Background: an optimization exercise with open tools, aiming at small area and a short achievable clock period. Do not read the settings as production practice. Only simulation tests tie the RTL to the original design; equivalence was not proved. Power is estimated from default activity; no workload was simulated.

### design.v
module alu (
    input               i_clk,
    input               i_rst_n,
    input               i_valid,
    input signed [11:0] i_data_a,
    input signed [11:0] i_data_b,
    input        [2:0]  i_inst,
    output              o_valid,
    output       [11:0] o_data,
    output              o_overflow
);
reg  [13:0] x_r, y_r;
reg         o_valid_r, ovf_r, abs_r, mac_r, run_r;
reg         f_0, f_m1, f_m2;
wire [11:0] o_data_w;
wire [14:0] zz  = {1'b0, x_r} + {1'b0, y_r};
wire        c_top = zz[14];
wire [2:0]  zm   = zz[13:11];
wire        hz   = c_top ? f_m1 : f_0;      
wire        ho1  = c_top ? f_m2 : f_m1;     
wire        m_ov = ~((hz & ~|zm) | (ho1 & &zm));
assign o_data_w   = zz[11:0];
assign o_valid    = o_valid_r;
assign o_data     = o_data_w & {12{run_r}};
assign o_overflow = (m_ov & ~abs_r & run_r) | ovf_r;
wire        is_mul    = (i_inst[2:1] == 2'b01);
wire        is_mac    = (i_inst == 3'b011);
wire        is_abs    = (i_inst == 3'b111);
wire        mul_en    = i_valid & is_mul;
wire        addsub_en = i_valid & (i_inst[2:1] == 2'b00);
wire        mean_en   = i_valid & (i_inst == 3'b110);
wire        acc_en    = mac_r & (is_mac | ~i_valid);
wire        ovf_old   = mac_r & (m_ov | ovf_r);
wire        sa   = i_data_a[11], sb = i_data_b[11];
wire [11:0] ra   = i_data_a ^ {12{sa}};
wire [11:0] rb   = i_data_b ^ {12{sb}};
wire [12:0] cmp  = {1'b0, ra} + {1'b0, ~rb} + {12'd0, sa & ~sb};
wire        a_ge = cmp[12];
reg  [11:0] oth;
always @(*) begin
  case (i_inst)
    3'b000:  oth = i_data_b;
    3'b001:  oth = ~i_data_b;                       
    3'b100:  oth = ~(i_data_a ^ i_data_b);
    3'b101:  oth = sa ? 12'd0 : i_data_a;
    3'b110:  oth = {sb, i_data_b[11:1]};            
    default: oth = a_ge ? ra : rb;                  
  endcase
end
wire [11:0] row   = acc_en ? o_data_w : (oth & {12{i_valid & ~is_mul}});
wire        row_c = i_valid & ((i_inst == 3'b001) | (is_abs & (a_ge ? sa : sb)));
wire        rnd   = mean_en ? i_data_b[0] : 1'b1;
wire one1;
wire two2;
wire neg3;
wire pp4;
wire pp5;
wire pp6;
wire pp7;
wire pp8;
wire pp9;
wire pp10;
wire pp11;
wire pp12;
wire pp13;
wire pp14;
wire pp15;
wire pp16;
wire one17;
wire two18;
wire neg19;
wire pp20;
wire pp21;
wire pp22;
wire pp23;
wire pp24;
wire pp25;
wire pp26;
wire pp27;
wire pp28;
wire pp29;
wire pp30;
wire pp31;
wire pp32;
wire one33;
wire two34;
wire neg35;
wire pp36;
wire pp37;
wire pp38;
wire pp39;
wire pp40;
wire pp41;
wire pp42;
wire pp43;
wire pp44;
wire pp45;
wire pp46;
wire pp47;
wire pp48;
wire one49;
wire two50;
wire neg51;
wire pp52;
wire pp53;
wire pp54;
wire pp55;
wire pp56;
wire pp57;
wire pp58;
wire pp59;
wire pp60;
wire pp61;
wire pp62;
wire pp63;
wire pp64;
wire one65;
wire two66;
wire neg67;
wire pp68;
wire pp69;
wire pp70;
wire pp71;
wire pp72;
wire pp73;
wire pp74;
wire pp75;
wire pp76;
wire pp77;
wire pp78;
wire pp79;
wire pp80;
wire one81;
wire two82;
wire neg83;
wire pp84;
wire pp85;
wire pp86;
wire pp87;
wire pp88;
wire pp89;
wire pp90;
wire pp91;
wire pp92;
wire pp93;
wire pp94;
wire pp95;
wire pp96;
wire s97;
wire c98;
wire s99;
wire c100;
wire s101;
wire c102;
wire s103;
wire c104;
wire s105;
wire c106;
wire s107;
wire c108;
wire s109;
wire c110;
wire s111;
wire c112;
wire s113;
wire c114;
wire s115;
wire c116;
wire s117;
wire c118;
wire s119;
wire c120;
wire s121;
wire c122;
wire s123;
wire c124;
wire s125;
wire c126;
wire s127;
wire c128;
wire s129;
wire c130;
wire s131;
wire c132;
wire s133;
wire c134;
wire s135;
wire c136;
wire s137;
wire c138;
wire s139;
wire c140;
wire s141;
wire c142;
wire s143;
wire c144;
wire s145;
wire c146;
wire s147;
wire c148;
wire s149;
wire c150;
wire s151;
wire c152;
wire s153;
wire c154;
wire s155;
wire c156;
wire s157;
wire c158;
wire s159;
wire c160;
wire s161;
wire c162;
wire s163;
wire c164;
wire s165;
wire c166;
wire s167;
wire c168;
wire s169;
wire c170;
wire s171;
wire c172;
wire s173;
wire c174;
wire s175;
wire c176;
wire s177;
wire c178;
wire s179;
wire c180;
wire s181;
wire c182;
wire s183;
wire c184;
wire s185;
wire c186;
wire s187;
wire c188;
wire s189;
wire c190;
wire s191;
wire c192;
wire s193;
wire c194;
wire s195;
wire c196;
wire s197;
wire c198;
wire s199;
wire c200;
wire s201;
wire c202;
wire s203;
wire c204;
wire s205;
wire c206;
wire s207;
wire c208;
wire s209;
wire c210;
wire s211;
wire c212;
wire s213;
wire c214;
wire s215;
wire c216;
wire s217;
wire c218;
wire s219;
wire c220;
wire s221;
wire c222;
wire s223;
wire c224;
wire s225;
wire c226;
wire s227;
wire c228;
wire s229;
wire c230;
wire s231;
wire c232;
wire s233;
wire c234;
wire s235;
wire c236;
wire s237;
wire c238;
wire s239;
wire c240;
wire s241;
wire c242;
wire s243;
wire c244;
wire s245;
wire c246;
wire s247;
wire c248;
wire s249;
wire c250;
wire s251;
wire c252;
assign one1 = mul_en & (i_data_b[0] ^ 1'b0);
assign two2 = mul_en & ((i_data_b[1] & ~i_data_b[0] & ~1'b0) | (~i_data_b[1] & i_data_b[0] & 1'b0));
assign neg3 = mul_en & (i_data_b[1] & ~(i_data_b[0] & 1'b0));
assign pp4 = (i_data_a[0] & one1) ^ neg3;
assign pp5 = ((i_data_a[1] & one1) | (i_data_a[0] & two2)) ^ neg3;
assign pp6 = ((i_data_a[2] & one1) | (i_data_a[1] & two2)) ^ neg3;
assign pp7 = ((i_data_a[3] & one1) | (i_data_a[2] & two2)) ^ neg3;
assign pp8 = ((i_data_a[4] & one1) | (i_data_a[3] & two2)) ^ neg3;
assign pp9 = ((i_data_a[5] & one1) | (i_data_a[4] & two2)) ^ neg3;
assign pp10 = ((i_data_a[6] & one1) | (i_data_a[5] & two2)) ^ neg3;
assign pp11 = ((i_data_a[7] & one1) | (i_data_a[6] & two2)) ^ neg3;
assign pp12 = ((i_data_a[8] & one1) | (i_data_a[7] & two2)) ^ neg3;
assign pp13 = ((i_data_a[9] & one1) | (i_data_a[8] & two2)) ^ neg3;
assign pp14 = ((i_data_a[10] & one1) | (i_data_a[9] & two2)) ^ neg3;
assign pp15 = ((i_data_a[11] & one1) | (i_data_a[10] & two2)) ^ neg3;
assign pp16 = ~(((i_data_a[11] & one1) | (i_data_a[11] & two2)) ^ neg3);
assign one17 = mul_en & (i_data_b[2] ^ i_data_b[1]);
assign two18 = mul_en & ((i_data_b[3] & ~i_data_b[2] & ~i_data_b[1]) | (~i_data_b[3] & i_data_b[2] & i_data_b[1]));
assign neg19 = mul_en & (i_data_b[3] & ~(i_data_b[2] & i_data_b[1]));
assign pp20 = (i_data_a[0] & one17) ^ neg19;
assign pp21 = ((i_data_a[1] & one17) | (i_data_a[0] & two18)) ^ neg19;
assign pp22 = ((i_data_a[2] & one17) | (i_data_a[1] & two18)) ^ neg19;
assign pp23 = ((i_data_a[3] & one17) | (i_data_a[2] & two18)) ^ neg19;
assign pp24 = ((i_data_a[4] & one17) | (i_data_a[3] & two18)) ^ neg19;
assign pp25 = ((i_data_a[5] & one17) | (i_data_a[4] & two18)) ^ neg19;
assign pp26 = ((i_data_a[6] & one17) | (i_data_a[5] & two18)) ^ neg19;
assign pp27 = ((i_data_a[7] & one17) | (i_data_a[6] & two18)) ^ neg19;
assign pp28 = ((i_data_a[8] & one17) | (i_data_a[7] & two18)) ^ neg19;
assign pp29 = ((i_data_a[9] & one17) | (i_data_a[8] & two18)) ^ neg19;
assign pp30 = ((i_data_a[10] & one17) | (i_data_a[9] & two18)) ^ neg19;
assign pp31 = ((i_data_a[11] & one17) | (i_data_a[10] & two18)) ^ neg19;
assign pp32 = ~(((i_data_a[11] & one17) | (i_data_a[11] & two18)) ^ neg19);
assign one33 = (mul_en & (i_data_b[4] ^ i_data_b[3])) | mean_en;
assign two34 = (mul_en & ((i_data_b[5] & ~i_data_b[4] & ~i_data_b[3]) | (~i_data_b[5] & i_data_b[4] & i_data_b[3]))) | addsub_en;
assign neg35 = mul_en & (i_data_b[5] & ~(i_data_b[4] & i_data_b[3]));
assign pp36 = (i_data_a[0] & one33) ^ neg35;
assign pp37 = ((i_data_a[1] & one33) | (i_data_a[0] & two34)) ^ neg35;
assign pp38 = ((i_data_a[2] & one33) | (i_data_a[1] & two34)) ^ neg35;
assign pp39 = ((i_data_a[3] & one33) | (i_data_a[2] & two34)) ^ neg35;
assign pp40 = ((i_data_a[4] & one33) | (i_data_a[3] & two34)) ^ neg35;
assign pp41 = ((i_data_a[5] & one33) | (i_data_a[4] & two34)) ^ neg35;
assign pp42 = ((i_data_a[6] & one33) | (i_data_a[5] & two34)) ^ neg35;
assign pp43 = ((i_data_a[7] & one33) | (i_data_a[6] & two34)) ^ neg35;
assign pp44 = ((i_data_a[8] & one33) | (i_data_a[7] & two34)) ^ neg35;
assign pp45 = ((i_data_a[9] & one33) | (i_data_a[8] & two34)) ^ neg35;
assign pp46 = ((i_data_a[10] & one33) | (i_data_a[9] & two34)) ^ neg35;
assign pp47 = ((i_data_a[11] & one33) | (i_data_a[10] & two34)) ^ neg35;
assign pp48 = ~(((i_data_a[11] & one33) | (i_data_a[11] & two34)) ^ neg35);
assign one49 = mul_en & (i_data_b[6] ^ i_data_b[5]);
assign two50 = mul_en & ((i_data_b[7] & ~i_data_b[6] & ~i_data_b[5]) | (~i_data_b[7] & i_data_b[6] & i_data_b[5]));
assign neg51 = mul_en & (i_data_b[7] & ~(i_data_b[6] & i_data_b[5]));
assign pp52 = (i_data_a[0] & one49) ^ neg51;
assign pp53 = ((i_data_a[1] & one49) | (i_data_a[0] & two50)) ^ neg51;
assign pp54 = ((i_data_a[2] & one49) | (i_data_a[1] & two50)) ^ neg51;
assign pp55 = ((i_data_a[3] & one49) | (i_data_a[2] & two50)) ^ neg51;
assign pp56 = ((i_data_a[4] & one49) | (i_data_a[3] & two50)) ^ neg51;
assign pp57 = ((i_data_a[5] & one49) | (i_data_a[4] & two50)) ^ neg51;
assign pp58 = ((i_data_a[6] & one49) | (i_data_a[5] & two50)) ^ neg51;
assign pp59 = ((i_data_a[7] & one49) | (i_data_a[6] & two50)) ^ neg51;
assign pp60 = ((i_data_a[8] & one49) | (i_data_a[7] & two50)) ^ neg51;
assign pp61 = ((i_data_a[9] & one49) | (i_data_a[8] & two50)) ^ neg51;
assign pp62 = ((i_data_a[10] & one49) | (i_data_a[9] & two50)) ^ neg51;
assign pp63 = ((i_data_a[11] & one49) | (i_data_a[10] & two50)) ^ neg51;
assign pp64 = ~(((i_data_a[11] & one49) | (i_data_a[11] & two50)) ^ neg51);
assign one65 = mul_en & (i_data_b[8] ^ i_data_b[7]);
assign two66 = mul_en & ((i_data_b[9] & ~i_data_b[8] & ~i_data_b[7]) | (~i_data_b[9] & i_data_b[8] & i_data_b[7]));
assign neg67 = mul_en & (i_data_b[9] & ~(i_data_b[8] & i_data_b[7]));
assign pp68 = (i_data_a[0] & one65) ^ neg67;
assign pp69 = ((i_data_a[1] & one65) | (i_data_a[0] & two66)) ^ neg67;
assign pp70 = ((i_data_a[2] & one65) | (i_data_a[1] & two66)) ^ neg67;
assign pp71 = ((i_data_a[3] & one65) | (i_data_a[2] & two66)) ^ neg67;
assign pp72 = ((i_data_a[4] & one65) | (i_data_a[3] & two66)) ^ neg67;
assign pp73 = ((i_data_a[5] & one65) | (i_data_a[4] & two66)) ^ neg67;
assign pp74 = ((i_data_a[6] & one65) | (i_data_a[5] & two66)) ^ neg67;
assign pp75 = ((i_data_a[7] & one65) | (i_data_a[6] & two66)) ^ neg67;
assign pp76 = ((i_data_a[8] & one65) | (i_data_a[7] & two66)) ^ neg67;
assign pp77 = ((i_data_a[9] & one65) | (i_data_a[8] & two66)) ^ neg67;
assign pp78 = ((i_data_a[10] & one65) | (i_data_a[9] & two66)) ^ neg67;
assign pp79 = ((i_data_a[11] & one65) | (i_data_a[10] & two66)) ^ neg67;
assign pp80 = ~(((i_data_a[11] & one65) | (i_data_a[11] & two66)) ^ neg67);
assign one81 = mul_en & (i_data_b[10] ^ i_data_b[9]);
assign two82 = mul_en & ((i_data_b[11] & ~i_data_b[10] & ~i_data_b[9]) | (~i_data_b[11] & i_data_b[10] & i_data_b[9]));
assign neg83 = mul_en & (i_data_b[11] & ~(i_data_b[10] & i_data_b[9]));
assign pp84 = (i_data_a[0] & one81) ^ neg83;
assign pp85 = ((i_data_a[1] & one81) | (i_data_a[0] & two82)) ^ neg83;
assign pp86 = ((i_data_a[2] & one81) | (i_data_a[1] & two82)) ^ neg83;
assign pp87 = ((i_data_a[3] & one81) | (i_data_a[2] & two82)) ^ neg83;
assign pp88 = ((i_data_a[4] & one81) | (i_data_a[3] & two82)) ^ neg83;
assign pp89 = ((i_data_a[5] & one81) | (i_data_a[4] & two82)) ^ neg83;
assign pp90 = ((i_data_a[6] & one81) | (i_data_a[5] & two82)) ^ neg83;
assign pp91 = ((i_data_a[7] & one81) | (i_data_a[6] & two82)) ^ neg83;
assign pp92 = ((i_data_a[8] & one81) | (i_data_a[7] & two82)) ^ neg83;
assign pp93 = ((i_data_a[9] & one81) | (i_data_a[8] & two82)) ^ neg83;
assign pp94 = ((i_data_a[10] & one81) | (i_data_a[9] & two82)) ^ neg83;
assign pp95 = ((i_data_a[11] & one81) | (i_data_a[10] & two82)) ^ neg83;
assign pp96 = ~(((i_data_a[11] & one81) | (i_data_a[11] & two82)) ^ neg83);
assign s97 = neg3 ^ pp4;
assign c98 = neg3 & pp4;
assign s99 = pp5 ^ c98;
assign c100 = pp5 & c98;
assign s101 = neg19 ^ pp20 ^ pp6;
assign c102 = (neg19 & pp20) | (pp6 & (neg19 ^ pp20));
assign s103 = c100 ^ s101;
assign c104 = c100 & s101;
assign s105 = pp21 ^ pp7 ^ c102;
assign c106 = (pp21 & pp7) | (c102 & (pp21 ^ pp7));
assign s107 = c104 ^ s105;
assign c108 = c104 & s105;
assign s109 = rnd ^ neg35 ^ pp22;
assign c110 = (rnd & neg35) | (pp22 & (rnd ^ neg35));
assign s111 = pp36 ^ pp8 ^ s109;
assign c112 = (pp36 & pp8) | (s109 & (pp36 ^ pp8));
assign s113 = c106 ^ s111 ^ c108;
assign c114 = (c106 & s111) | (c108 & (c106 ^ s111));
assign s115 = pp23 ^ pp37 ^ pp9;
assign c116 = (pp23 & pp37) | (pp9 & (pp23 ^ pp37));
assign s117 = c110 ^ s115 ^ c112;
assign c118 = (c110 & s115) | (c112 & (c110 ^ s115));
assign s119 = row[0] ^ row_c ^ s117;
assign c120 = (row[0] & row_c) | (s117 & (row[0] ^ row_c));
assign s121 = neg51 ^ pp10 ^ pp24;
assign c122 = (neg51 & pp10) | (pp24 & (neg51 ^ pp10));
assign s123 = pp38 ^ pp52 ^ c116;
assign c124 = (pp38 & pp52) | (c116 & (pp38 ^ pp52));
assign s125 = s121 ^ s123 ^ row[1];
assign c126 = (s121 & s123) | (row[1] & (s121 ^ s123));
assign s127 = c118 ^ s125;
assign c128 = c118 & s125;
assign s129 = pp11 ^ pp25 ^ pp39;
assign c130 = (pp11 & pp25) | (pp39 & (pp11 ^ pp25));
assign s131 = pp53 ^ c122 ^ s129;
assign c132 = (pp53 & c122) | (s129 & (pp53 ^ c122));
assign s133 = c124 ^ s131 ^ row[2];
assign c134 = (c124 & s131) | (row[2] & (c124 ^ s131));
assign s135 = c126 ^ s133;
assign c136 = c126 & s133;
assign s137 = neg67 ^ pp12 ^ pp26;
assign c138 = (neg67 & pp12) | (pp26 & (neg67 ^ pp12));
assign s139 = pp40 ^ pp54 ^ pp68;
assign c140 = (pp40 & pp54) | (pp68 & (pp40 ^ pp54));
assign s141 = c130 ^ s137 ^ s139;
assign c142 = (c130 & s137) | (s139 & (c130 ^ s137));
assign s143 = c132 ^ s141 ^ row[3];
assign c144 = (c132 & s141) | (row[3] & (c132 ^ s141));
assign s145 = c134 ^ s143;
assign c146 = c134 & s143;
assign s147 = pp13 ^ pp27 ^ pp41;
assign c148 = (pp13 & pp27) | (pp41 & (pp13 ^ pp27));
assign s149 = pp55 ^ pp69 ^ c138;
assign c150 = (pp55 & pp69) | (c138 & (pp55 ^ pp69));
assign s151 = c140 ^ s147 ^ s149;
assign c152 = (c140 & s147) | (s149 & (c140 ^ s147));
assign s153 = c142 ^ row[4] ^ s151;
assign c154 = (c142 & row[4]) | (s151 & (c142 ^ row[4]));
assign s155 = c144 ^ s153;
assign c156 = c144 & s153;
assign s157 = neg83 ^ pp14 ^ pp28;
assign c158 = (neg83 & pp14) | (pp28 & (neg83 ^ pp14));
assign s159 = pp42 ^ pp56 ^ pp70;
assign c160 = (pp42 & pp56) | (pp70 & (pp42 ^ pp56));
assign s161 = pp84 ^ c148 ^ s157;
assign c162 = (pp84 & c148) | (s157 & (pp84 ^ c148));
assign s163 = s159 ^ c150 ^ s161;
assign c164 = (s159 & c150) | (s161 & (s159 ^ c150));
assign s165 = row[5] ^ c152 ^ s163;
assign c166 = (row[5] & c152) | (s163 & (row[5] ^ c152));
assign s167 = c154 ^ s165;
assign c168 = c154 & s165;
assign s169 = pp15 ^ pp29 ^ pp43;
assign c170 = (pp15 & pp29) | (pp43 & (pp15 ^ pp29));
assign s171 = pp57 ^ pp71 ^ pp85;
assign c172 = (pp57 & pp71) | (pp85 & (pp57 ^ pp71));
assign s173 = c158 ^ c160 ^ s169;
assign c174 = (c158 & c160) | (s169 & (c158 ^ c160));
assign s175 = s171 ^ c162 ^ s173;
assign c176 = (s171 & c162) | (s173 & (s171 ^ c162));
assign s177 = row[6] ^ c164 ^ s175;
assign c178 = (row[6] & c164) | (s175 & (row[6] ^ c164));
assign s179 = c166 ^ s177;
assign c180 = c166 & s177;
assign s181 = 1'b1 ^ pp16 ^ pp30;
assign c182 = (1'b1 & pp16) | (pp30 & (1'b1 ^ pp16));
assign s183 = pp44 ^ pp58 ^ pp72;
assign c184 = (pp44 & pp58) | (pp72 & (pp44 ^ pp58));
assign s185 = pp86 ^ c170 ^ c172;
assign c186 = (pp86 & c170) | (c172 & (pp86 ^ c170));
assign s187 = s181 ^ s183 ^ s185;
assign c188 = (s181 & s183) | (s185 & (s181 ^ s183));
assign s189 = c174 ^ row[7] ^ s187;
assign c190 = (c174 & row[7]) | (s187 & (c174 ^ row[7]));
assign s191 = c176 ^ s189 ^ c178;
assign c192 = (c176 & s189) | (c178 & (c176 ^ s189));
assign s193 = 1'b1 ^ pp31 ^ pp45;
assign c194 = (1'b1 & pp31) | (pp45 & (1'b1 ^ pp31));
assign s195 = pp59 ^ pp73 ^ pp87;
assign c196 = (pp59 & pp73) | (pp87 & (pp59 ^ pp73));
assign s197 = c182 ^ c184 ^ s193;
assign c198 = (c182 & c184) | (s193 & (c182 ^ c184));
assign s199 = s195 ^ c186 ^ s197;
assign c200 = (s195 & c186) | (s197 & (s195 ^ c186));
assign s201 = row[8] ^ c188 ^ s199;
assign c202 = (row[8] & c188) | (s199 & (row[8] ^ c188));
assign s203 = c190 ^ s201;
assign c204 = c190 & s201;
assign s205 = pp32 ^ pp46 ^ pp60;
assign c206 = (pp32 & pp46) | (pp60 & (pp32 ^ pp46));
assign s207 = pp74 ^ pp88 ^ c194;
assign c208 = (pp74 & pp88) | (c194 & (pp74 ^ pp88));
assign s209 = c196 ^ s205 ^ s207;
assign c210 = (c196 & s205) | (s207 & (c196 ^ s205));
assign s211 = c198 ^ row[9] ^ s209;
assign c212 = (c198 & row[9]) | (s209 & (c198 ^ row[9]));
assign s213 = c200 ^ s211 ^ c202;
assign c214 = (c200 & s211) | (c202 & (c200 ^ s211));
assign s215 = 1'b1 ^ pp47 ^ pp61;
assign c216 = (1'b1 & pp47) | (pp61 & (1'b1 ^ pp47));
assign s217 = pp75 ^ pp89 ^ c206;
assign c218 = (pp75 & pp89) | (c206 & (pp75 ^ pp89));
assign s219 = s215 ^ c208 ^ s217;
assign c220 = (s215 & c208) | (s217 & (s215 ^ c208));
assign s221 = row[10] ^ c210 ^ s219;
assign c222 = (row[10] & c210) | (s219 & (row[10] ^ c210));
assign s223 = c212 ^ s221;
assign c224 = c212 & s221;
assign s225 = 1'b1 ^ pp48 ^ pp62;
assign c226 = (1'b1 & pp48) | (pp62 & (1'b1 ^ pp48));
assign s227 = pp76 ^ pp90 ^ c216;
assign c228 = (pp76 & pp90) | (c216 & (pp76 ^ pp90));
assign s229 = s225 ^ c218 ^ s227;
assign c230 = (s225 & c218) | (s227 & (s225 ^ c218));
assign s231 = ~row[11] ^ c220 ^ s229;
assign c232 = (~row[11] & c220) | (s229 & (~row[11] ^ c220));
assign s233 = c222 ^ s231;
assign c234 = c222 & s231;
assign s235 = pp63 ^ pp77 ^ pp91;
assign c236 = (pp63 & pp77) | (pp91 & (pp63 ^ pp77));
assign s237 = c226 ^ s235 ^ c228;
assign c238 = (c226 & s235) | (c228 & (c226 ^ s235));
assign s239 = c230 ^ s237 ^ c232;
assign c240 = (c230 & s237) | (c232 & (c230 ^ s237));
assign s241 = pp64 ^ pp78 ^ pp92;
assign c242 = (pp64 & pp78) | (pp92 & (pp64 ^ pp78));
assign s243 = c236 ^ s241 ^ c238;
assign c244 = (c236 & s241) | (c238 & (c236 ^ s241));
assign s245 = 1'b1 ^ pp79 ^ pp93;
assign c246 = (1'b1 & pp79) | (pp93 & (1'b1 ^ pp79));
assign s247 = c242 ^ s245;
assign c248 = c242 & s245;
assign s249 = pp80 ^ pp94 ^ c246;
assign c250 = (pp80 & pp94) | (c246 & (pp80 ^ pp94));
assign s251 = 1'b1 ^ pp95;
assign c252 = 1'b1 & pp95;
wire [4:0] tx = {1'b1, pp96, s251, c248, s247};
wire [4:0] ty = {1'b0, c252, c250, s249, c244};
wire [4:0] tp = tx ^ ty, to = tx | ty, ta = tx & ty;
wire        f0_d  = ~tp[0] & (&(tp[4:1] ~^ to[3:0]));
wire        fm1_d =  tp[0] & (&(tp[4:1] ~^ ~ta[3:0]));
wire        fm2_d = ~tp[0] & (tp[1] ~^ ~to[0]) & (&(tp[4:2] ~^ ~ta[3:1]));
always @(posedge i_clk) begin
  x_r  <= {s243, c234, c224, s223, c204, s203, c180, c168, c156, c146, c136, c128, c120, c114};
  y_r  <= {c240, s239, s233, c214, s213, c192, s191, s179, s167, s155, s145, s135, s127, s119};
  f_0  <= f0_d;
  f_m1 <= fm1_d;
  f_m2 <= fm2_d;
end
always @(posedge i_clk or negedge i_rst_n) begin
  if (~i_rst_n) begin
    o_valid_r <= 1'b0;
    run_r     <= 1'b0;
    ovf_r     <= 1'b0;
    abs_r     <= 1'b0;
    mac_r     <= 1'b0;
  end else begin
    o_valid_r <= i_valid;
    run_r     <= 1'b1;
    abs_r     <= is_abs;
    if (i_valid) begin
      mac_r <= is_mac;
      ovf_r <= is_mac & ovf_old;
    end else begin
      ovf_r <= ovf_old;
    end
  end
end
endmodule
### flow/fapol.py
#!/usr/bin/env python3
"""Remove inverters around full-adder cells in a Yosys netlist.

A full adder is self-dual: FA(~a, ~b, ~c) = (~sum, ~cout).  Synthesis maps
adders with arbitrary input and output polarity and leaves inverters between
them.  This pass flips full adders (inverts all three inputs and both outputs)
when that lowers the number of inverters, and rewrites the netlist in place.
It changes no register and no function.
usage: fapol.py netlist.v"""
import re, sys, collections

path = sys.argv[1]
text = open(path).read()
cell_re = re.compile(r'^(\s*)(sky130_fd_sc_hd__\w+)\s+(\S+)\s*\((.*?)\);\n', re.S | re.M)
pin_re = re.compile(r'\.(\w+)\(([^()]*)\)')

cells = {}      # name -> [type, {pin: net}]
order = []
for m in cell_re.finditer(text):
    typ, name, body = m.group(2), m.group(3), m.group(4)
    cells[name] = [typ, {p: n.strip() for p, n in pin_re.findall(body)}]
    order.append(name)

OUT = {'X', 'Y', 'SUM', 'COUT', 'Q', 'Q_N', 'HI', 'LO'}
def is_inv(n): return re.match(r'sky130_fd_sc_hd__(clk)?inv_\d+$', cells[n][0]) is not None
def is_fa(n): return re.match(r'sky130_fd_sc_hd__fa_\d+$', cells[n][0]) is not None

hdr = text[:text.index(');') + 2]
ports = set()
for m in re.finditer(r'^\s*(input|output)\s+(\[\d+:\d+\]\s+)?(\S+);', text, re.M):
    ports.add(m.group(3))
def is_port(net):
    return net.split('[')[0].strip() in ports or net.startswith("1'")

def build():
    drv, loads = {}, collections.defaultdict(list)
    for n, (t, pins) in cells.items():
        for p, net in pins.items():
            if p in OUT: drv[net] = (n, p)
            else: loads[net].append((n, p))
    return drv, loads

newcnt = [0]
def newnet():
    newcnt[0] += 1
    return f'_fapol{newcnt[0]}_'
new_wires = []

def inv_of(net, drv, loads):
    """an existing inverter whose input is net"""
    for (n, p) in loads[net]:
        if is_inv(n) and p == 'A': return n
    return None

def cost_flip(f, drv, loads):
    t, pins = cells[f]
    d = 0
    for p in ('A', 'B', 'CIN'):
        x = pins[p]
        src = drv.get(x)
        if src and is_inv(src[0]):
            d -= 1 if len(loads[x]) == 1 else 0
        elif inv_of(x, drv, loads) is None:
            d += 1
    for p in ('SUM', 'COUT'):
        y = pins[p]
        ls = loads[y]
        invs = [n for n, q in ls if is_inv(n)]
        others = len(ls) - len(invs) + (1 if is_port(y) else 0)
        d -= len(invs)
        if others: d += 1
    return d

def flip(f, drv, loads):
    t, pins = cells[f]
    for p in ('A', 'B', 'CIN'):
        x = pins[p]
        src = drv.get(x)
        if src and is_inv(src[0]):
            pins[p] = cells[src[0]][1]['A']
        else:
            i = inv_of(x, drv, loads)
            if i is None:
                y = newnet(); new_wires.append(y)
                i = f'_fapolinv{newcnt[0]}_'
                cells[i] = ['sky130_fd_sc_hd__inv_1', {'A': x, 'Y': y}]
                order.append(i)
            pins[p] = cells[i][1]['Y']
    for p in ('SUM', 'COUT'):
        y = pins[p]
        ls = list(loads[y])
        y2 = newnet(); new_wires.append(y2)
        pins[p] = y2
        others = False
        for n, q in ls:
            if is_inv(n) and q == 'A':
                # this inverter's output equals y2: move its loads to y2
                z = cells[n][1]['Y']
                if is_port(z):
                    cells[n][1]['A'] = y2     # keep as buffer-free inverter? no: z = ~y = y2
                    # z must equal y2; drive z with a buffer-like pair is not needed:
                    # keep inverter fed by original y instead
                    cells[n][1]['A'] = y
                    others = True
                    continue
                for n2, q2 in loads[z]:
                    cells[n2][1][q2] = y2
                del cells[n]
            else:
                others = True
        if others or is_port(y):
            i = f'_fapolinv{newcnt[0]}_o{p}'
            cells[i] = ['sky130_fd_sc_hd__inv_1', {'A': y2, 'Y': y}]
            order.append(i)

changed = True
passes = 0
nflip = 0
while changed and passes < 50:
    changed = False
    passes += 1
    for f in list(order):
        if f not in cells or not is_fa(f): continue
        drv, loads = build()
        if cost_flip(f, drv, loads) < 0:
            flip(f, drv, loads)
            nflip += 1
            changed = True
    # drop inverters with no loads
    drv, loads = build()
    for n in list(cells):
        if is_inv(n):
            y = cells[n][1]['Y']
            if not loads[y] and not is_port(y):
                del cells[n]

before = sum(1 for l in cell_re.finditer(text) if re.match(r'sky130_fd_sc_hd__(clk)?inv_\d+$', l.group(2)))
after = sum(1 for n in cells if is_inv(n))
sys.stderr.write(f'fapol: {nflip} flips, inverters {before} -> {after}\n')

# rewrite
out = []
pos = 0
first = None
for m in cell_re.finditer(text):
    if first is None: first = m.start()
    last = m.end()
body = text[first:last]
lines = []
for n in order:
    if n not in cells: continue
    t, pins = cells[n]
    conn = ',\n'.join(f'    .{p}({net}' + (' )' if net.startswith('\\') else ')') for p, net in pins.items())
    lines.append(f'  {t} {n} (\n{conn}\n  );\n')
decl = ''.join(f'  wire {w};\n' for w in new_wires)
text2 = text[:first] + decl + ''.join(lines) + text[last:]
open(path, 'w').write(text2)
### flow/run.sh
#!/bin/bash
# The standard layout, with two changes: the port buffers are buf_1 cells, and
# after synthesis flow/fapol.py flips full-adder cells (a full adder is
# self-dual) where that removes inverters between them. Registers are untouched.
set -euo pipefail
export BUFFER_PORTS_ARGS="-buffer_cell sky130_fd_sc_hd__buf_1"
R=orfs/results/sky130hd/alu/base
bash standard.sh synth > synth.log 2>&1
python3 flow/fapol.py $R/1_2_yosys.v > fapol.log 2>&1
rm -f $R/1_synth.odb $R/1_synth.sdc
bash standard.sh > standard.log 2>&1
### constraint.sdc
create_clock -name core_clock -period 10.0 [get_ports {i_clk}]
set_input_delay 2.0000 -clock core_clock [delete_from_list [all_inputs] [get_ports {i_clk}]]
set_output_delay 2.0000 -clock core_clock [all_outputs]
set_load 0.01 [all_outputs]
### config.mk
export PLATFORM = sky130hd
export DESIGN_NAME = alu
export DESIGN_NICKNAME = alu
export VERILOG_FILES = /design/flow/design.v
export SDC_FILE = /design/flow/constraint.sdc
export NUM_CORES = 4
export LEC_CHECK = 0
export CAP_MARGIN = 20
export CORE_MARGIN = 2
export CORE_UTILIZATION = 40
export CTS_BUF_LIST = sky130_fd_sc_hd__clkbuf_4 sky130_fd_sc_hd__clkbuf_8
export SETUP_SLACK_MARGIN = 4.6
export SLEW_MARGIN = 20
### standard.sh
#!/bin/bash
# synth_recipe.tcl (not shown) runs the flow's synth.tcl, then flattens the netlist and writes it again
# the make line also repeats each setting of config.mk as NAME=value (left out here)
make -C /OpenROAD-flow-scripts/flow DESIGN_CONFIG=/design/flow/config.mk WORK_HOME=/design/flow/orfs CLKGATE_MAP_FILE= SYNTH_SCRIPT=/design/flow/synth_recipe.tcl "${@:-finish}"
==> results of run 1 <==
==> metrics by stage <==
step                hold WS, ns  instance area (um2)  cells
floorplan                 0.516                 6620    806
global placement          0.537                 6870   1020
detailed placement        0.543                 6870   1020
CTS                       0.555                 7450   1062
global route              0.590                 7660   1070
finish                    0.554                 7660   1070
==> layout make-up <==
class,count,area (um2),area share [%]
flip-flops and latches,36,746,9.74
inverters,73,287,3.74
repair buffers,98,782,10.2
well taps,216,270,3.53
multi-input cells,639,5480,71.5
clock buffers,8,97.6,1.27
==> power groups by stage <==
stage	clock (W)	sequential [W]	combinational, W
after global placement	0	0.000210	0.000638
final	0.000113	0.000207	0.000679
after detailed placement	0	0.000210	0.000647
after floorplan	0	0.000204	0.000486
after CTS	0.000116	0.000207	0.000668
after global routing	0.000122	0.000211	0.000767
==> flip-flops by register name, indices dropped and copies added, names as in the netlist <==
signal,flops
f_m2,1
o_valid_r,1
f_m1,1
y_r,14
abs_r,1
ovf_r,1
f_0,1
x_r,14
run_r,1
mac_r,1
==> what timing repair did <==
action / CTS / global route
buffers inserted: 31 / 6
endpoints found under the setup margin: 30 / 19
pin swaps: 10 / 11
resized for setup: 54 / 41
gates cloned: 3 / 2
==> worst max-delay path: stages <==
cell,delay [ns]
clkbuf_2,0.13
buf_12,0.16
ha_1,0.28
and3_4,0.21
buf_4,0.14
o21ai_0,0.21
xnor2_1,0.15
fa_1,0.45
fa_1,0.41
fa_1,0.49
fa_1,0.36
inv_1,0.07
fa_1,0.39
==> per-layer routing <==
metal,GRT usage (%),vias up,part of all wire (%)
met1,32.7,2828,45
li1,-,2894,-
met2,34.1,277,45
met3,3.92,29,9.0
met5,0,-,0
met4,6.16,0,1.6
==> worst paths after layout <==
| check | slack (ns) | cells after the start | endpoint | from |
|---|---|---|---|---|
| hold reg to reg | 0.55 | 2 | mac_r | mac_r |
| hold / removal | 0.55 | 2 | mac_r | mac_r |
| setup / recovery | 4.68 | 13 | y_r[12] | i_data_b[1] |
| min in group asynchronous | 1.64 | 1 | o_valid_r | i_rst_n |
| max in group asynchronous | 7.99 | 1 | abs_r | i_rst_n |
| setup reg to reg | 6.52 | 9 | y_r[9] | x_r[3] |
==> summary.txt, run 1 <==
Detailed routing
  – Vias per inst: 5.63
  – Final ANT Viol Nets: 0
  – First drt pass iteration count: 5
  – Initial DRC Count: 585
  – Drt wl/cell: 18.2 um
  – Total Routed Length: 19.4 mm
  – Via count: 6,028
  – Residual DRC count: 0

Pwr
  – Max rail drop VDD: 0.0777 mV
  – Clk pwr share: 11.3%
  – Net Sw Frac: 47.4%
  – Internal power: 0.000525 W
  – Leak: 3.19 nW
  – P_sw: 0.000473 W
  – Power consumption: 0.000998 W
  – Reg power frac: 20.7%
  – Comb pwr share: 68.0%
  – PwrDens: 130 mW/mm2

Layout
  – Share of cells above drive strength 1: 15.6%
  – Commonest non-fill, non-tap cell in the layout: inv_1
  – Diodes inserted: 0
  – Area delta synth->final: 17.3%
  – Core Util, Final: 48.0%
  – Fin nets: 1,008
  – Most frequent cells in the layout: inv_1 (69), ha_1 (68), o21ai_0 (54)
  – Fill cell count: 1,562

GRT
  – Largest net degree at the start of global routing: 43
  – Total track usage: 22.5%
  – Vias in the first global route: 5,679
  – Grt ovf: 0
  – First-pass GRT wire length: 31.1 mm
  – Initial antenna violation count: 0

Place
  – I/O Buffers: 43
  – RePlAce Congestion: 0.874
  – Place WS: 3.25 ns
  – DPL Wire Length: 14.5 mm

STA
  – Final WS setup: 4.68 ns
  – Setup Skew: 0.0150 ns
  – Final setup TNS: 0 ns
  – Final Hold Fails: 0
  – Max Slew Vio Count: 0
  – Fin crit share: 53.2%
  – Minimum clock period: 5.32 ns
  – Slew at the pin closest to its max-slew limit: 0.901 ns
  – Highest clock rate: 0.188 GHz
  – RSZ-0062 raised after global routing: true
  – Count of final setup violators: 0
  – Max-Slew Margin vs Limit: 39.9%

Die
  – Die X: 132 um
  – Core Rows: 46
  – Die Ht: 132 um
  – Die Area: 0.0174 mm2
  – Core area: 0.0159 mm2
  – Initial Utilization: 41.0%
  – I/O Pins: 44

Logic synthesis
  – Post-Syn Area per Cell: 8.10 um2
  – Cells after Synth: 806
  – Net Count, Synth: 961
  – Mapped cell area: 0.00653 mm2
  – Synth warn: 1

Run status
  – Status: no timing/DRC/antenna violations

Clock network
  – Clock Latency Late Sink: 0.30 ns
  – Clock Path Buffers: 2
  – TritonCTS clock tree: yes
  – CTS Sinks: 36
  – Hold_buf cts: 0
  – H-tree Lvls: 2
  – Root Buffer: clkbuf_8
  – TritonCTS Buffers: 5
  – Clock transition at path regs: 0.08 ns

Critical path
  – Crit path capture type: register
  – Crit-path max FO: 15
  – Crit path DAT: 5.49 ns
  – Required time of the worst setup path: 10.17 ns
  – Critical path class: input pin to register
  – Worst Setup Start Kind: input pin

Job
  – Max-Cap Viols: 0

Min path
  – Min-Delay Path Class: register to register
==> inputs of run 2 (changes only) <==
--- a/config.mk
+++ b/config.mk
@@ -5,9 +5,9 @@
 export SDC_FILE = /design/flow/constraint.sdc
 export NUM_CORES = 4
 export LEC_CHECK = 0
-export CAP_MARGIN = 20
+export CAP_MARGIN = 0
 export CORE_MARGIN = 2
 export CORE_UTILIZATION = 40
 export CTS_BUF_LIST = sky130_fd_sc_hd__clkbuf_4 sky130_fd_sc_hd__clkbuf_8
 export SETUP_SLACK_MARGIN = 4.6
-export SLEW_MARGIN = 20
+export SLEW_MARGIN = 0
==> summary.txt, run 2 <==
Layout
  – Share of cells above drive strength 1: 15.6%
  – Core Util, Final: 48.0%
  – Fin nets: 1,008
  – Fill cell count: 1,562
  – Diodes inserted: 0
  – Commonest non-fill, non-tap cell in the layout: inv_1
  – Biggest regs: x_r (14), y_r (14)
  – Most frequent cells in the layout: inv_1 (69), ha_1 (68), o21ai_0 (54)
  – Post-layout instance area: 0.00766 mm2
  – Area delta synth->final: 17.3%

GRT
  – Vias in the first global route: 5,679
  – Largest net degree at the start of global routing: 43
  – Total track usage: 22.5%
  – Initial antenna violation count: 0
  – Grt ovf: 0
  – First-pass GRT wire length: 31.1 mm

Critical path
  – Most used cell, CP: fa_1
  – R2R depth: 9
  – Critical R2R Capture: y_r[9]
  – Slowest Stage Delay on Critical Path: 0.49 ns
  – Critical R2R Launch: x_r[3]
  – Crit-path max FO: 15
  – Crit path DAT: 5.49 ns
  – CP Cell Sequence: clkbuf_2 -> buf_12 -> ha_1 -> and3_4 -> buf_4 -> o21ai_0 -> xnor2_1 -> fa_1 -> fa_1 -> fa_1 -> fa_1 -> inv_1 -> fa_1
  – Worst Setup Start Kind: input pin
  – Critical path class: input pin to register
  – WP buf/inv: 4
  – Family with the most delay on the worst path: adder cells
  – Slowest stage cell, crit path: fa_1
  – Worst reg2reg setup slack: 6.52 ns
  – Required time of the worst setup path: 10.17 ns
  – Crit path capture type: register

Detailed routing
  – First drt pass iteration count: 5
  – Final ANT Viol Nets: 0
  – Residual DRC count: 0
  – Initial DRC Count: 585
  – Drt wl/cell: 18.2 um
  – Total Routed Length: 19.4 mm
  – Via count: 6,028
  – Vias per inst: 5.63

Logic synthesis
  – Mapped cell area: 0.00653 mm2
  – Post-Syn Area per Cell: 8.10 um2
  – Cells after Synth: 806
  – Synth warn: 1
  – Net Count, Synth: 961

Clock network
  – Clock transition at path regs: 0.08 ns
  – TritonCTS clock tree: yes
  – TritonCTS Buffers: 5
  – CTS Sinks: 36
  – Clock Latency Late Sink: 0.30 ns
  – H-tree Lvls: 2
  – Clock Path Buffers: 2
  – Hold_buf cts: 0
  – Root Buffer: clkbuf_8

STA
  – Setup Skew: 0.0150 ns
  – Final setup TNS: 0 ns
  – Count of final setup violators: 0
  – Fin crit share: 53.2%
  – Final Hold Fails: 0
  – Max-Slew Margin vs Limit: 39.9%
  – Final hold slack: 0.554 ns
  – RSZ-0062 raised after global routing: true
  – Highest clock rate: 0.188 GHz
  – Slew at the pin closest to its max-slew limit: 0.901 ns
  – Max Slew Vio Count: 0
  – Minimum clock period: 5.32 ns

Place
  – DPL Wire Length: 14.5 mm
  – Placed Area: 0.00687 mm2
  – I/O Buffers: 43
  – RePlAce Congestion: 0.874

Min path
  – HP Start: mac_r
  – Min-Delay Path Class: register to register
  – Hold depth: 2
  – Worst Hold Endpoint: mac_r

Die
  – Core area: 0.0159 mm2
  – Die X: 132 um
  – Die Ht: 132 um
  – Die Area: 0.0174 mm2
  – Initial Utilization: 41.0%
  – I/O Pins: 44
  – Core Rows: 46

Pwr
  – Reg power frac: 20.7%
  – P_sw: 0.000473 W
  – Net Sw Frac: 47.4%
  – Comb pwr share: 68.0%
  – PwrDens: 130 mW/mm2
  – Clk pwr share: 11.3%
  – Max rail drop VDD: 0.0777 mV
  – Power consumption: 0.000998 W
  – Internal power: 0.000525 W
  – Leak: 3.19 nW

Job
  – Max-Cap Viols: 0

Run status
  – Status: no timing/DRC/antenna violations
## run 2: layout make-up
| type | instances | area [um2] | share of cell area (%) |
|---|---|---|---|
| inverters | 73 | 287 | 3.74 |
| well taps | 216 | 270 | 3.53 |
| multi-input cells | 639 | 5480 | 71.5 |
| clock buffers | 8 | 97.6 | 1.27 |
| repair buffers | 98 | 782 | 10.2 |
| flip-flops and latches | 36 | 746 | 9.74 |
## run 2: per-stage QoR
stage,std cells,worst slack [ns]
after floorplan,806,4.46
after global placement,1020,3.32
after detailed placement,1020,3.25
after CTS,1062,4.61
after global routing,1070,4.56
final,1070,4.68
## run 2: what timing repair did
action                     CTS  global route
buffers inserted            31             6
gates resized for setup     54            41
setup endpoints to repair   30            19
pin swaps                   10            11
hold endpoints to repair     0             0
gates cloned                 3             2
## run 2: worst max path at each step
stage            startpoint      end  slack (ns)  cells past startpoint
2_1_floorplan  i_data_b[11]   y_r[7]        4.46                     14
3_3_place_gp        i_valid   y_r[7]        3.32                     11
3_5_place_dp        i_valid   y_r[7]        3.25                     11
4_1_cts           i_inst[1]   y_r[7]        4.61                     13
5_1_grt         i_data_b[3]   y_r[7]        4.56                     13
6_report        i_data_b[1]  y_r[12]        4.68                     13
## run 2: worst register-to-register path: cells and delay by family, from the launching register on
family	cells	cell delay [ns]
DFF	1	0.31
xor gates and xnor gates	1	0.56
AOI/OAI and AO/OA	4	1.07
adders and majority gates	3	1.40
buffers and inverters	1	0.03
## run 2: per-layer routing
metal	wire length [um]	GRT usage (%)
met1	8720	32.7
met2	8650	34.1
met3	1740	3.92
met4	315	6.16
met5	0	0
## run 2: power by group through the flow
stage | Combinational, W | Clock [W] | Sequential [W]
2_1_floorplan | 0.000486 | 0 | 0.000204
3_3_place_gp | 0.000638 | 0 | 0.000210
3_5_place_dp | 0.000647 | 0 | 0.000210
4_1_cts | 0.000668 | 0.000116 | 0.000207
5_1_grt | 0.000767 | 0.000122 | 0.000211
6_report | 0.000679 | 0.000113 | 0.000207
==> inputs of run 3 (changes only) <==
==> flow/run.sh (replaced) <==
#!/bin/bash
# The standard layout, with these changes: the port buffers are buf_2 cells;
# after synthesis flow/fapol.py flips full-adder cells (a full adder is
# self-dual) where that removes inverters between them, and flow/faxor.py
# then builds each full adder from two xor2 gates and a maj3 gate, whose sum
# path is faster than the fa cell's. Registers are untouched.
set -euo pipefail
export BUFFER_PORTS_ARGS="-buffer_cell sky130_fd_sc_hd__buf_2"
R=orfs/results/sky130hd/alu/base
bash standard.sh synth > synth.log 2>&1
python3 flow/fapol.py $R/1_2_yosys.v > fapol.log 2>&1
python3 flow/faxor.py $R/1_2_yosys.v > faxor.log 2>&1
rm -f $R/1_synth.odb $R/1_synth.sdc
bash standard.sh > standard.log 2>&1
==> flow/faxor.py (new file) <==
#!/usr/bin/env python3
"""Replace full-adder cells by two XOR gates and a majority gate.

The sum output of sky130's fa cell is slow; two xor2 gates give the sum
faster, and a maj3 gate gives the carry.  The function is unchanged and no
register is touched.  usage: faxor.py netlist.v"""
import re, sys

path = sys.argv[1]
text = open(path).read()
cell_re = re.compile(r'^(\s*)(sky130_fd_sc_hd__fa_\d+)\s+(\S+)\s*\((.*?)\);\n', re.S | re.M)
pin_re = re.compile(r'\.(\w+)\(([^()]*)\)')
wires = []
n = [0]

def net(x):
    return x + (' ' if x.startswith('\\') else '')

def repl(m):
    ind, typ, name, body = m.groups()
    pins = {p: v.strip() for p, v in pin_re.findall(body)}
    n[0] += 1
    t = f'_faxor{n[0]}_'
    wires.append(t)
    out = ''
    if pins.get('SUM'):
        out += f'{ind}sky130_fd_sc_hd__xor2_1 _faxa{n[0]}_ (.A({net(pins["A"])}), .B({net(pins["B"])}), .X({t}));\n'
        out += f'{ind}sky130_fd_sc_hd__xor2_1 _faxb{n[0]}_ (.A({t}), .B({net(pins["CIN"])}), .X({net(pins["SUM"])}));\n'
    if pins.get('COUT'):
        out += f'{ind}sky130_fd_sc_hd__maj3_1 _faxc{n[0]}_ (.A({net(pins["A"])}), .B({net(pins["B"])}), .C({net(pins["CIN"])}), .X({net(pins["COUT"])}));\n'
    return out

text2 = cell_re.sub(repl, text)
# declare the new wires after the module header's port list
i = text2.index(');', text2.index('module ')) + 2
text2 = text2[:i] + '\n' + ''.join(f'  wire {w};\n' for w in wires) + text2[i:]
open(path, 'w').write(text2)
sys.stderr.write(f'faxor: {n[0]} full adders replaced\n')
--- a/config.mk
+++ b/config.mk
@@ -11,3 +11,4 @@
 export CTS_BUF_LIST = sky130_fd_sc_hd__clkbuf_4 sky130_fd_sc_hd__clkbuf_8
 export SETUP_SLACK_MARGIN = 4.6
 export SLEW_MARGIN = 0
+export TNS_END_PERCENT = 5
==> summary.txt, run 3 <==
Run status
  – Status: no timing/DRC/antenna violations

Clock network
  – Clock Latency Late Sink: 0.31 ns
  – TritonCTS Buffers: 5
  – Clock transition at path regs: 0.07 ns
  – CTS Sinks: 36
  – H-tree Lvls: 2
  – TritonCTS clock tree: yes
  – Clock Path Buffers: 2
  – Root Buffer: clkbuf_8
  – Hold_buf cts: 0

Detailed routing
  – Final ANT Viol Nets: 0
  – Via count: 6,539
  – Drt wl/cell: 17.4 um
  – First drt pass iteration count: 5
  – Residual DRC count: 0
  – Initial DRC Count: 450
  – Total Routed Length: 20.1 mm
  – Vias per inst: 5.64

Die
  – Initial Utilization: 40.5%
  – Die X: 136 um
  – Core Rows: 48
  – Die Area: 0.0185 mm2
  – Core area: 0.0172 mm2
  – Die Ht: 136 um
  – I/O Pins: 44

Place
  – Placed Area: 0.00727 mm2
  – I/O Buffers: 43
  – RePlAce Congestion: 0.873
  – DPL Wire Length: 15.3 mm

GRT
  – Largest net degree at the start of global routing: 42
  – Total track usage: 21.9%
  – Initial antenna violation count: 0
  – First-pass GRT wire length: 31.8 mm
  – Grt ovf: 0
  – Vias in the first global route: 5,978

STA
  – Final Hold Fails: 0
  – Max-Slew Margin vs Limit: 47.3%
  – Setup Skew: 0.0168 ns
  – Fin crit share: 53.2%
  – Final hold slack: 0.553 ns
  – Slew at the pin closest to its max-slew limit: 0.790 ns
  – Minimum clock period: 5.32 ns
  – Count of final setup violators: 0
  – Final setup TNS: 0 ns
  – Max Slew Vio Count: 0
  – Highest clock rate: 0.188 GHz
  – RSZ-0062 raised after global routing: true

Job
  – Max-Cap Viols: 0

Critical path
  – Crit path DAT: 5.52 ns
  – Required time of the worst setup path: 10.20 ns
  – Crit-path max FO: 14
  – Critical path class: input pin to register
  – Worst Setup Start Kind: input pin
  – CP Launch Point: i_data_a[11]
  – Critical R2R Launch: x_r[1]
  – Crit path capture type: register

Min path
  – Min-Delay Path Class: register to register
  – HP Start: mac_r

Layout
  – Share of cells above drive strength 1: 11.0%
  – Commonest non-fill, non-tap cell in the layout: xor2_1
  – Area delta synth->final: 9.53%
  – Diodes inserted: 0
  – Most frequent cells in the layout: xor2_1 (166), inv_1 (71), ha_1 (68)
  – Post-layout instance area: 0.00762 mm2
  – Fin nets: 1,032
  – Fill cell count: 1,804
  – Biggest regs: x_r (14), y_r (14)

Pwr
  – Internal power: 0.000555 W
  – Comb pwr share: 67.8%
  – Net Sw Frac: 47.0%
  – Clk pwr share: 12.6%
  – Leak: 3.27 nW
  – P_sw: 0.000493 W
  – Max rail drop VDD: 0.0808 mV
  – PwrDens: 138 mW/mm2
  – Reg power frac: 19.6%

Logic synthesis
  – Post-Syn Area per Cell: 7.57 um2
  – Mapped cell area: 0.00696 mm2
  – Cells after Synth: 920
  – Synth warn: 1
  – Net Count, Synth: 1,018
-- run 3: what timing repair did --
action                     4_1_cts  5_1_grt
setup endpoints to repair       30       22
pin swaps                        1        1
gates resized for setup         16       11
setup buffers                    8        8
-- run 3: final cells by class --
cell class / instances / area (um2) / area share, %
Sequential cell: 36 / 746 / 9.78
Clock buffer: 5 / 68.8 / 0.903
Inverter: 73 / 278 / 3.64
Multi-Input combinational cell: 751 / 5790 / 76.0
Timing Repair Buffer: 67 / 413 / 5.42
Clock inverter: 3 / 42.5 / 0.558
Tap cell: 225 / 282 / 3.69
-- run 3: final timing paths --
check | to | slack [ns] | depth (start not counted)
setup reg to reg | y_r[11] | 6.84 | 11
max in group asynchronous | mac_r | 8.34 | 1
hold / removal | mac_r | 0.55 | 2
hold reg to reg | mac_r | 0.55 | 2
setup / recovery | y_r[9] | 4.68 | 17
min in group asynchronous | ovf_r | 1.51 | 1
-- run 3: per-stage QoR --
| step | std cells | total power, W | util (%) | setup WS (ns) |
|---|---|---|---|---|
| 3_5_place_dp | 1136 | 0.000895 | 42.3 | 3.57 |
| 2_1_floorplan | 920 | 0.000741 | - | 4.64 |
| 5_1_grt | 1160 | 0.00115 | 44.4 | 4.50 |
| 4_1_cts | 1152 | 0.00104 | 43.7 | 4.51 |
| 6_report | 1160 | 0.00105 | 44.4 | 4.68 |
| 3_3_place_gp | 1136 | 0.000888 | 42.3 | 3.70 |
-- run 3: power groups by stage --
stage / clock [W] / combinational [W] / sequential [W]
after floorplan: 0 / 0.000536 / 0.000205
after global placement: 0 / 0.000680 / 0.000208
after detailed placement: 0 / 0.000686 / 0.000209
after CTS: 0.000135 / 0.000695 / 0.000206
after global routing: 0.000142 / 0.000803 / 0.000209
final: 0.000132 / 0.000711 / 0.000205
-- run 3: worst max-delay path, stage by stage --
cell and delay (ns):
clkbuf_4 0.24, clkinvlp_4 0.23, ha_1 0.36, inv_1 0.05, ha_1 0.29, a21o_1 0.16, a21o_1 0.21, a211oi_4 0.32
or4_4 0.26, nand3_1 0.09, a21o_1 0.18, a32oi_1 0.30, xor2_1 0.20, xor2_1 0.23, xor2_1 0.19, xor2_1 0.15
inv_1 0.04
-- run 3: routing by layer --
metal / vias to the layer above / track usage [%] / share of wire (%)
li1: 3237 / - / -
met1: 3060 / 30.7 / 46
met2: 208 / 35.4 / 47
met3: 34 / 1.98 / 5.2
met4: 0 / 7.12 / 2.2
met5: - / 0 / 0
==> inputs of run 4 (changes only) <==
--- a/flow/run.sh
+++ b/flow/run.sh
@@ -5,6 +5,7 @@
 # then builds each full adder from two xor2 gates and a maj3 gate, whose sum
 # path is faster than the fa cell's. Registers are untouched.
 set -euo pipefail
+export SETUP_SLACK_MARGIN=5.3
 export BUFFER_PORTS_ARGS="-buffer_cell sky130_fd_sc_hd__buf_2"
 R=orfs/results/sky130hd/alu/base
 bash standard.sh synth > synth.log 2>&1
--- a/config.mk
+++ b/config.mk
@@ -9,6 +9,5 @@
 export CORE_MARGIN = 2
 export CORE_UTILIZATION = 40
 export CTS_BUF_LIST = sky130_fd_sc_hd__clkbuf_4 sky130_fd_sc_hd__clkbuf_8
-export SETUP_SLACK_MARGIN = 4.6
 export SLEW_MARGIN = 0
 export TNS_END_PERCENT = 5
==> summary.txt, run 4 <==
Die
  – I/O Pins: 44
  – Die Area: 0.0185 mm2
  – Die Ht: 136 um
  – Die X: 136 um
  – Initial Utilization: 40.5%
  – Core area: 0.0172 mm2
  – Core Rows: 48

Logic synthesis
  – Mapped cell area: 0.00696 mm2
  – Post-Syn Area per Cell: 7.57 um2
  – Synth warn: 1
  – Cells after Synth: 920
  – Net Count, Synth: 1,018

Pwr
  – PwrDens: 136 mW/mm2
  – Reg power frac: 18.2%
  – Internal power: 0.000627 W
  – Comb pwr share: 71.2%
  – Max rail drop VDD: 0.0960 mV
  – Net Sw Frac: 46.4%
  – Clk pwr share: 10.6%
  – Leak: 3.55 nW
  – P_sw: 0.000542 W

GRT
  – Initial antenna violation count: 0
  – Largest net degree at the start of global routing: 42
  – Total track usage: 23.9%
  – Grt ovf: 0
  – First-pass GRT wire length: 34.9 mm
  – Vias in the first global route: 6,459

Detailed routing
  – Via count: 6,782
  – Vias per inst: 5.64
  – Residual DRC count: 0
  – Initial DRC Count: 649
  – First drt pass iteration count: 5
  – Drt wl/cell: 18.2 um
  – Final ANT Viol Nets: 0
  – Total Routed Length: 21.9 mm

Place
  – I/O Buffers: 43
  – DPL Wire Length: 15.7 mm
  – Placed Area: 0.00737 mm2
  – RePlAce Congestion: 0.942

STA
  – RSZ-0062 raised after global routing: true
  – Setup Skew: 0.00397 ns
  – Minimum clock period: 4.84 ns
  – Slew at the pin closest to its max-slew limit: 0.944 ns
  – Final Hold Fails: 0
  – Max Slew Vio Count: 0
  – Highest clock rate: 0.207 GHz
  – Max-Slew Margin vs Limit: 37.0%
  – Count of final setup violators: 0
  – Final setup TNS: 0 ns
  – Fin crit share: 48.4%

Critical path
  – R2R depth: 11
  – Crit path DAT: 5.01 ns
  – Worst Setup Start Kind: input pin
  – Worst reg2reg setup slack: 6.99 ns
  – Crit path capture type: register
  – Crit-path max FO: 15
  – Critical path class: input pin to register
  – Required time of the worst setup path: 10.17 ns

Layout
  – Core Util, Final: 49.9%
  – Post-layout instance area: 0.00857 mm2
  – Most frequent cells in the layout: xor2_1 (160), inv_1 (66), buf_4 (66)
  – Share of cells above drive strength 1: 21.8%
  – Area delta synth->final: 23.1%
  – Biggest regs: x_r (14), y_r (14)
  – Fin nets: 1,074
  – Fill cell count: 1,732
  – Commonest non-fill, non-tap cell in the layout: xor2_1
  – Diodes inserted: 0

Clock network
  – H-tree Lvls: 2
  – Root Buffer: clkbuf_8
  – CTS Sinks: 36
  – Clock transition at path regs: 0.07 ns
  – Clock Path Buffers: 2
  – Clock Latency Late Sink: 0.28 ns
  – TritonCTS Buffers: 5
  – TritonCTS clock tree: yes

Run status
  – Status: no timing/DRC/antenna violations

Min path
  – Min-Delay Path Class: register to register
  – Hold depth: 2

Job
  – Max-Cap Viols: 0
run 4: area by class of cell:
type | instances | area (um2) | share of cell area (%)
sequential | 36 | 746 | 8.71
multi-input combinational | 752 | 6240 | 72.8
timing repair buffer | 107 | 887 | 10.4
clock buffer | 5 | 68.8 | 0.803
inverter | 73 | 293 | 3.42
timing repair inverter | 1 | 8.76 | 0.102
tap | 225 | 282 | 3.29
clock inverter | 3 | 42.5 | 0.497
run 4: worst max-delay path, stage by stage:
cell and delay, ns:
buf_2 0.22, ha_1 0.38, inv_1 0.05, ha_1 0.31, a211oi_4 0.07, buf_4 0.15, nor4_4 0.31, buf_4 0.21
o21ai_0 0.09, a21o_1 0.20, a32oi_2 0.29, xor2_1 0.21, xor2_1 0.17, inv_1 0.06, ha_1 0.27
run 4: repair_timing:
item,in CTS,in global routing
pin swaps,44,21
setup endpoints to repair,32,31
gates cloned,3,0
hold buffers,0,0
endpoints found under the hold margin,0,0
buffers inserted,54,5
gates resized for setup,102,14
run 4: final timing paths:
path	start	to
max in group asynchronous	i_rst_n	mac_r
setup / recovery	i_data_a[2]	y_r[6]
hold reg to reg	mac_r	mac_r
setup reg to reg	y_r[3]	y_r[11]
hold / removal	mac_r	mac_r
min in group asynchronous	i_rst_n	ovf_r
run 4: power by group through the flow:
stage                     Clock (W)  Combinational (W)  Sequential, W
after floorplan                   0           0.000549       0.000205
after detailed placement          0           0.000709       0.000210
after CTS                  0.000127           0.000819       0.000213
after global routing       0.000134           0.000922       0.000216
final                      0.000124           0.000832       0.000213
after global placement            0           0.000701       0.000208
run 4: routing by layer:
metal	routed length [um]	global-route usage, %
met1	9930	33.3
met2	9770	38.7
met3	1670	2.91
met4	560	6.83
met5	0	0
run 4: metrics by stage:
| stage | hold WS (ns) | setup WS, ns | std cells | power [W] |
|---|---|---|---|---|
| final | 0.561 | 5.16 | 1202 | 0.00117 |
| after global routing | 0.631 | 5.00 | 1202 | 0.00127 |
| after CTS | 0.563 | 5.28 | 1197 | 0.00116 |
| after detailed placement | 0.553 | 3.98 | 1132 | 0.000919 |
| after global placement | 0.540 | 4.14 | 1132 | 0.000910 |
| after floorplan | 0.516 | 5.13 | 920 | 0.000754 |
==> inputs of run 5 (changes only) <==
--- a/flow/run.sh
+++ b/flow/run.sh
@@ -5,7 +5,6 @@
 # then builds each full adder from two xor2 gates and a maj3 gate, whose sum
 # path is faster than the fa cell's. Registers are untouched.
 set -euo pipefail
-export SETUP_SLACK_MARGIN=5.3
 export BUFFER_PORTS_ARGS="-buffer_cell sky130_fd_sc_hd__buf_2"
 R=orfs/results/sky130hd/alu/base
 bash standard.sh synth > synth.log 2>&1
--- a/config.mk
+++ b/config.mk
@@ -9,5 +9,6 @@
 export CORE_MARGIN = 2
 export CORE_UTILIZATION = 40
 export CTS_BUF_LIST = sky130_fd_sc_hd__clkbuf_4 sky130_fd_sc_hd__clkbuf_8
+export SETUP_SLACK_MARGIN = 5.0
 export SLEW_MARGIN = 0
 export TNS_END_PERCENT = 5
==> summary.txt, run 5 <==
Critical path
  – CP Cell Sequence: buf_2 -> ha_1 -> inv_1 -> ha_1 -> nand3_1 -> or4_2 -> buf_4 -> nand3_1 -> a21oi_1 -> a2bb2oi_1 -> maj3_1 -> inv_1 -> ha_1
  – Most used cell, CP: ha_1
  – Required time of the worst setup path: 10.17 ns
  – Family with the most delay on the worst path: adder cells
  – Crit-path max FO: 15
  – Slowest Stage Delay on Critical Path: 0.80 ns
  – Crit path DAT: 5.16 ns
  – Critical path class: input pin to register
  – Crit path capture type: register
  – Worst Setup Start Kind: input pin
  – Slowest stage cell, crit path: or4_2
  – WP buf/inv: 4

GRT
  – Vias in the first global route: 5,874
  – Initial antenna violation count: 0
  – First-pass GRT wire length: 31.3 mm
  – Largest net degree at the start of global routing: 42
  – Grt ovf: 0
  – Total track usage: 21.1%

Layout
  – Multi-input gate area: 0.00592 mm2
  – Biggest regs: x_r (14), y_r (14)
  – Fill cell count: 1,770
  – Share of cells above drive strength 1: 15.1%
  – Most frequent cells in the layout: xor2_1 (164), inv_1 (69), ha_1 (67)
  – Area delta synth->final: 14.7%
  – Finished Layout Cells: 1,183
  – Fin nets: 1,055
  – Commonest non-fill, non-tap cell in the layout: xor2_1
  – Flip-flop and latch area: 746 um2
  – Diodes inserted: 0

Clock network
  – Clock Path Buffers: 2
  – Root Buffer: clkbuf_8
  – TritonCTS clock tree: yes
  – Clock Latency Late Sink: 0.29 ns
  – CTS Sinks: 36
  – Hold_buf cts: 0
  – Clock transition at path regs: 0.07 ns
  – H-tree Lvls: 2
  – TritonCTS Buffers: 5

Logic synthesis
  – Net Count, Synth: 1,018
  – Mapped cell area: 0.00696 mm2
  – Post-Syn Area per Cell: 7.57 um2
  – Cells after Synth: 920
  – Synth warn: 1

Die
  – Core area: 0.0172 mm2
  – I/O Pins: 44
  – Die Area: 0.0185 mm2
  – Core Rows: 48
  – Die Ht: 136 um
  – Die X: 136 um
  – Initial Utilization: 40.5%

STA
  – Final setup TNS: 0 ns
  – RSZ-0062 raised after global routing: true
  – Slew at the pin closest to its max-slew limit: 0.812 ns
  – Setup Skew: 0.00819 ns
  – Final hold slack: 0.550 ns
  – Highest clock rate: 0.200 GHz
  – Minimum clock period: 4.99 ns
  – Count of final setup violators: 0
  – Final Hold Fails: 0
  – Max Slew Vio Count: 0
  – Max-Slew Margin vs Limit: 45.9%
  – Fin crit share: 49.9%

Place
  – RePlAce Congestion: 0.880
  – DP Cell Count: 1,132
  – I/O Buffers: 43
  – DPL Wire Length: 14.8 mm

Pwr
  – Leak: 3.38 nW
  – Reg power frac: 19.6%
  – Comb pwr share: 70.6%
  – PwrDens: 132 mW/mm2
  – Clk pwr share: 9.8%
  – Internal power: 0.000559 W
  – Max rail drop VDD: 0.0964 mV
  – Net Sw Frac: 47.2%
  – P_sw: 0.000499 W

Detailed routing
  – Drt wl/cell: 16.7 um
  – Final ANT Viol Nets: 0
  – Via count: 6,573
  – First drt pass iteration count: 5
  – Initial DRC Count: 518
  – Total Routed Length: 19.8 mm
  – Residual DRC count: 0
  – Vias per inst: 5.56

Run status
  – Status: no timing/DRC/antenna violations

Job
  – Max-Cap Viols: 0

Min path
  – Min-Delay Path Class: register to register
run 5: area by class of cell:
type | instances | area share [%]
multi-input cells | 752 | 74.2
flip-flops and latches | 36 | 9.34
repair buffers | 88 | 8.15
inverters | 73 | 3.59
well taps | 225 | 3.52
clock buffers | 6 | 1.03
clock inverters | 2 | 0.125
repair inverters | 1 | 0.0627
run 5: stage by stage:
step                      power (W)  worst slack [ns]  utilization (%)  instance area, um2
final                       0.00106              5.01             46.5                7990
after CTS                   0.00103              4.93             44.6                7660
after global routing        0.00117              4.92             46.5                7990
after floorplan            0.000747              4.98                -                7060
after detailed placement   0.000902              3.75             42.5                7290
after global placement     0.000894              3.91             42.5                7290
run 5: timing repair:
| item | in CTS | in global routing |
|---|---|---|
| setup buffers | 19 | 22 |
| pin swaps | 5 | 16 |
| resized for setup | 26 | 30 |
| gates cloned | 0 | 2 |
| setup endpoints to repair | 32 | 27 |
run 5: power by group through the flow:
| stage | clock [W] | combinational, W | sequential [W] |
|---|---|---|---|
| floorplan | 0 | 0.000542 | 0.000205 |
| global placement | 0 | 0.000685 | 0.000209 |
| detailed placement | 0 | 0.000694 | 0.000208 |
| CTS | 0.000107 | 0.000714 | 0.000205 |
| global route | 0.000113 | 0.000842 | 0.000212 |
| finish | 0.000104 | 0.000746 | 0.000207 |
run 5: final timing paths:
check	from	cells after the start	end	slack [ns]
setup / recovery	i_data_a[9]	13	y_r[4]	5.01
hold / removal	mac_r	2	mac_r	0.55
setup reg to reg	x_r[3]	11	y_r[11]	6.86
hold reg to reg	mac_r	2	mac_r	0.55
max in group asynchronous	i_rst_n	1	mac_r	8.34
min in group asynchronous	i_rst_n	1	run_r	1.52
run 5: worst reg2reg max path, cell delays in order (launching register included):
cell and delay [ns]:
dfxtp_1 0.30, ha_1 0.35, o211ai_1 0.16, o211a_1 0.27
o41a_1 0.49, nor3_1 0.26, a211oi_2 0.11, o21ai_0 0.41
xor2_1 0.22, xor2_1 0.15, inv_1 0.06, ha_1 0.26
run 5: metal layers:
layer	vias up	track usage (%)	share of wire, %
li1	3277	-	-
met1	3121	31.0	50
met2	160	34.1	45
met3	15	1.23	4.5
met4	0	3.88	0.83
met5	-	0	0

## port drivers added, routing unchanged
No port has a modelled driver above. Below, the same layouts with a new extraction and two added sets of constraints. Step 1 (the two cells are an assumption about what drives the block):
set clk [get_ports {i_clk}]
set_driving_cell -lib_cell sky130_fd_sc_hd__clkbuf_16 $clk
set_driving_cell -lib_cell sky130_fd_sc_hd__buf_2 [delete_from_list [all_inputs] $clk]
Step 2 moves the port delays by t, midway between the first and last clock arrival at a register: inputs arrive t later, outputs are due t later. That takes back most of the time a late clock gives input paths. Slacks: ideal / step 1 / step 2; pairs: ideal / step 1.
| run | shift t [ns] | setup slack, ns | worst setup path at the end | latest minus earliest clock arrival (ns) | pins driven straight from the clock port |
|---|---|---|---|---|---|
| run 1 | 0.322 | 4.678 / 4.689 / 4.368 | input to register | 0.015 / 0.015 | 1 |
| run 2 | 0.322 | 4.678 / 4.689 / 4.368 | input to register | 0.015 / 0.015 | 1 |
| run 3 | 0.338 | 4.676 / 4.679 / 4.341 | input to register | 0.017 / 0.017 | 1 |
| run 4 | 0.310 | 5.162 / 5.137 / 4.827 | input to register | 0.004 / 0.004 | 1 |
| run 5 | 0.312 | 5.011 / 5.011 / 4.699 | input to register | 0.008 / 0.008 | 1 |
After both steps setup and hold are still met in every run listed.
